What follows belongs to an exercise in optimizing a design on an open flow for small area, a short achievable clock period and few clock cycles; a production flow would make more cautious choices. At most, simulation tests tie the RTL to the original design; equivalence was not proved. No activity file was given, so power comes from the tool's default toggle rates.

== red ==
==> flow/design.v (excerpt) <==
module top_module(ans,sign,overflow,car,done,a,b,con,start,clk,rst);
Size: about 45 flip-flops, ~42 I/O pins, about 5400 sq um of cells after synthesis.
export LEC_CHECK = 0
export ABC_CLOCK_PERIOD_IN_PS = 2500
export CAP_MARGIN = 20
export CORE_MARGIN = 2
export CORE_UTILIZATION = 50
export PLACE_DENSITY = 0.65
export SETUP_SLACK_MARGIN = 1.4
export SLEW_MARGIN = 20
create_clock -name core_clock -period 5.0 [get_ports {clk}]
standard.sh (not shown) runs the stock make flow with config.mk's settings and CLKGATE_MAP_FILE= SYNTH_SCRIPT=/design/flow/synth_recipe.tcl, a recipe that flattens the netlist after the stock synthesis.
==> flow/flow/run.sh <==
#!/bin/bash
# Standard layout, with fast input/output buffers, sizing not tied to the cell
# footprint, and adders left to ABC (no full/half-adder cell extraction).
set -euo pipefail
bash standard.sh MATCH_CELL_FOOTPRINT=0 "BUFFER_PORTS_ARGS=-buffer_cell sky130_fd_sc_hd__buf_2" ADDER_MAP_FILE= finish > standard_flow.log 2>&1
Every stage of the flow completed for red, and the final layout passed the timing, DRC and antenna checks.
Testbench counts of red, summed over its fixed seeds: cycles 4,866.
The following lists how blue was set up differently from red:
- SETUP_SLACK_MARGIN now 1.1, was 1.4
--- outcome ---
Switching share of power: red vs blue — no meaningful difference
Between red and blue, the difference in clock network fraction of total power is negligible.
Re number of standard cells in the layout, taps in and fillers out: red and blue aren't equal, and the higher value belongs to red.
The higher via count of red and blue is in red.
Delta (blue minus red): final instance area went down; relative area change from synthesis to final layout went down; number of iterations in the first detailed-routing pass went up.
[inputs] green vs blue
- CORE_UTILIZATION now 65, was 50
- PLACE_DENSITY now 0.75, was 0.65
[summary]
- When green is set beside blue, its number of cells after detailed placement turns out to be 30 smaller.
- Between blue and green, the cell count went down.
- Z[1]$_DFF_P_ as the destination of the critical timing path was reported by green, and Z[2]$_DFF_P_ by blue.
- green vs blue, die height went down by about 12%.
- Lower post-route clock period utilization among green and blue: blue
- Per the comparison of green with blue, combinational power share -1.3 points, cell area after layout ~0 delta, clock latency of the later-clocked register in the worst-skew pair ~0 delta.
- Via count grows slightly when moving from blue to green.
- green vs. blue: power of the clock network went up; cell row count went down.
- blue vs green, first element of the critical path: a[1] vs b[4]
[inputs] orange vs green
- PLACE_DENSITY: 0.75 -> 0.65
- ABC_CLOCK_PERIOD_IN_PS: 2500 -> 2000
- CORE_UTILIZATION: 65 -> 50
Notes after the runs:
- Fraction of final layout cells with drive strength greater than 1 delta (green -> orange): insignificant
- On peak ir drop on the vdd network, green loses to orange.
- Between green and orange, the difference in register clock-pin slew on the reported worst setup and hold paths is negligible.
- The worst hold slack was comparable across green and orange.
- Re number of levels in the clock H-tree: no difference whatsoever between green and orange.
- orange and green ended up with roughly the same cell area.
- The routed wire length per instance in orange sits about 0.8% below the value recorded for green.
- Compared green against orange; flip-flop and latch share of the layout cell area within noise.
- Between green and orange, the proportion of final cell area spent on non-clock buffers does not differ in any meaningful way.
- Fraction of power consumed by the clock network: higher on green
- Number of port buffers came out exactly the same in green and orange.
What purple does differently from orange at the input level:
- a deleted ABC_CLOCK_PERIOD_IN_PS that had been 2000
- an added ABC_AREA of 1
### Flow results
When purple is set beside orange, its post-cts repair resize count turns out to be 1 smaller. In purple relative to orange, total instance count after detailed placement had gone up by more than a quarter. Cmp purple and orange / adder-cell share of the synthesized area / higher: orange. [compare] base=orange new=purple: depth of the critical timing path with buffers and inverters included now sits higher, largest voltage drop on the vdd net now sits lower, total length of routed wires now sits higher. From orange to purple the numbers moved as follows: net switching share of the total power higher, portion of total power attributed to combinational logic higher, setup slack higher. Relative to orange, the post-synthesis net count measured on purple has increased by more than a quarter.

---

Another version of the RTL of top_module (not shown whole).
For scale: about 1100 cells after synthesis, roughly 42 I/O pins.
Settings: LEC_CHECK=0, ABC_AREA=1, CAP_MARGIN=20, CORE_MARGIN=2, CORE_UTILIZATION=65, PLACE_DENSITY=0.75, SLEW_MARGIN=20; clock period 5.0 ns.
run.sh (not shown) runs the stock make flow with config.mk's settings and CLKGATE_MAP_FILE= SYNTH_SCRIPT=/design/flow/synth_recipe.tcl, a recipe that flattens the netlist after the stock synthesis.
Stock flow here: none of the scripts above is used.
Next try:
--- a/flow/config.mk
+++ b/flow/config.mk
@@ -6,8 +6,7 @@
 export NUM_CORES = 4
 export LEC_CHECK = 0
-export ABC_AREA = 1
 export CAP_MARGIN = 20
 export CORE_MARGIN = 2
-export CORE_UTILIZATION = 65
-export PLACE_DENSITY = 0.75
+export CORE_UTILIZATION = 40
+export PLACE_DENSITY = 0.6
 export SLEW_MARGIN = 20
Sequential power goes up by 14%.
Clock skew hardly moves.
Sequential share of layout area goes down by 0.34 points.
Next try:
--- a/flow/config.mk
+++ b/flow/config.mk
@@ -6,7 +6,9 @@
 export NUM_CORES = 4
 export LEC_CHECK = 0
+export ABC_CLOCK_PERIOD_IN_PS = 2500
 export CAP_MARGIN = 20
 export CORE_MARGIN = 2
-export CORE_UTILIZATION = 40
-export PLACE_DENSITY = 0.6
+export CORE_UTILIZATION = 65
+export PLACE_DENSITY = 0.75
+export SETUP_SLACK_MARGIN = 2.2
 export SLEW_MARGIN = 20
The changed run died in global routing (5_1_grt) on GRT-0232.
Area after synthesis is unchanged.
Synthesized cell count is unchanged.
Function was not checked in any run of this note: the RTL went through the layout flow alone.

==> static timing again, ports no longer ideal <==
How much do the figures lean on ideal ports? The routed layouts below were timed once more, with nothing changed but the port constraints.
Step 1: set_driving_cell puts a clkbuf_16 on clk and a buf_2 on each other input, an assumption about the parent block.
Step 2 times the ports against the registers' clock, not the clock port: input delays grow and output delays shrink by t, the midpoint of the rising clock arrivals with the driver on.
a / b / c = ideal ports / drivers / drivers and shift; a / b = the first two.
| run | t (ns) | setup WS [ns] | latest minus earliest clock arrival (ns) | worst register clock-pin slew, ns | pins driven straight from the clock port |
|---|---|---|---|---|---|
| red | 0.354 | 1.367 / 1.381 / 1.026 | 0.006 / 0.007 | 0.10 / 0.10 | 1 |
| blue | 0.357 | 1.273 / 1.287 / 0.930 | 0.005 / 0.006 | 0.10 / 0.10 | 1 |
| green | 0.339 | 1.227 / 1.239 / 0.900 | 0.006 / 0.006 | 0.10 / 0.10 | 1 |
| orange | 0.357 | 1.273 / 1.287 / 0.930 | 0.005 / 0.006 | 0.10 / 0.10 | 1 |
| purple | 0.332 | 1.899 / 1.905 / 1.573 | 0.008 / 0.009 | 0.10 / 0.10 | 1 |
| the first run of note 2 | 0.332 | 0.426 / 0.426 / 0.426 | 0.008 / 0.008 | 0.07 / 0.07 | 1 |
| the second run of note 2 | 0.344 | 0.452 / 0.452 / 0.452 | 0.008 / 0.007 | 0.07 / 0.07 | 1 |
After both steps setup and hold are still met in every run listed.
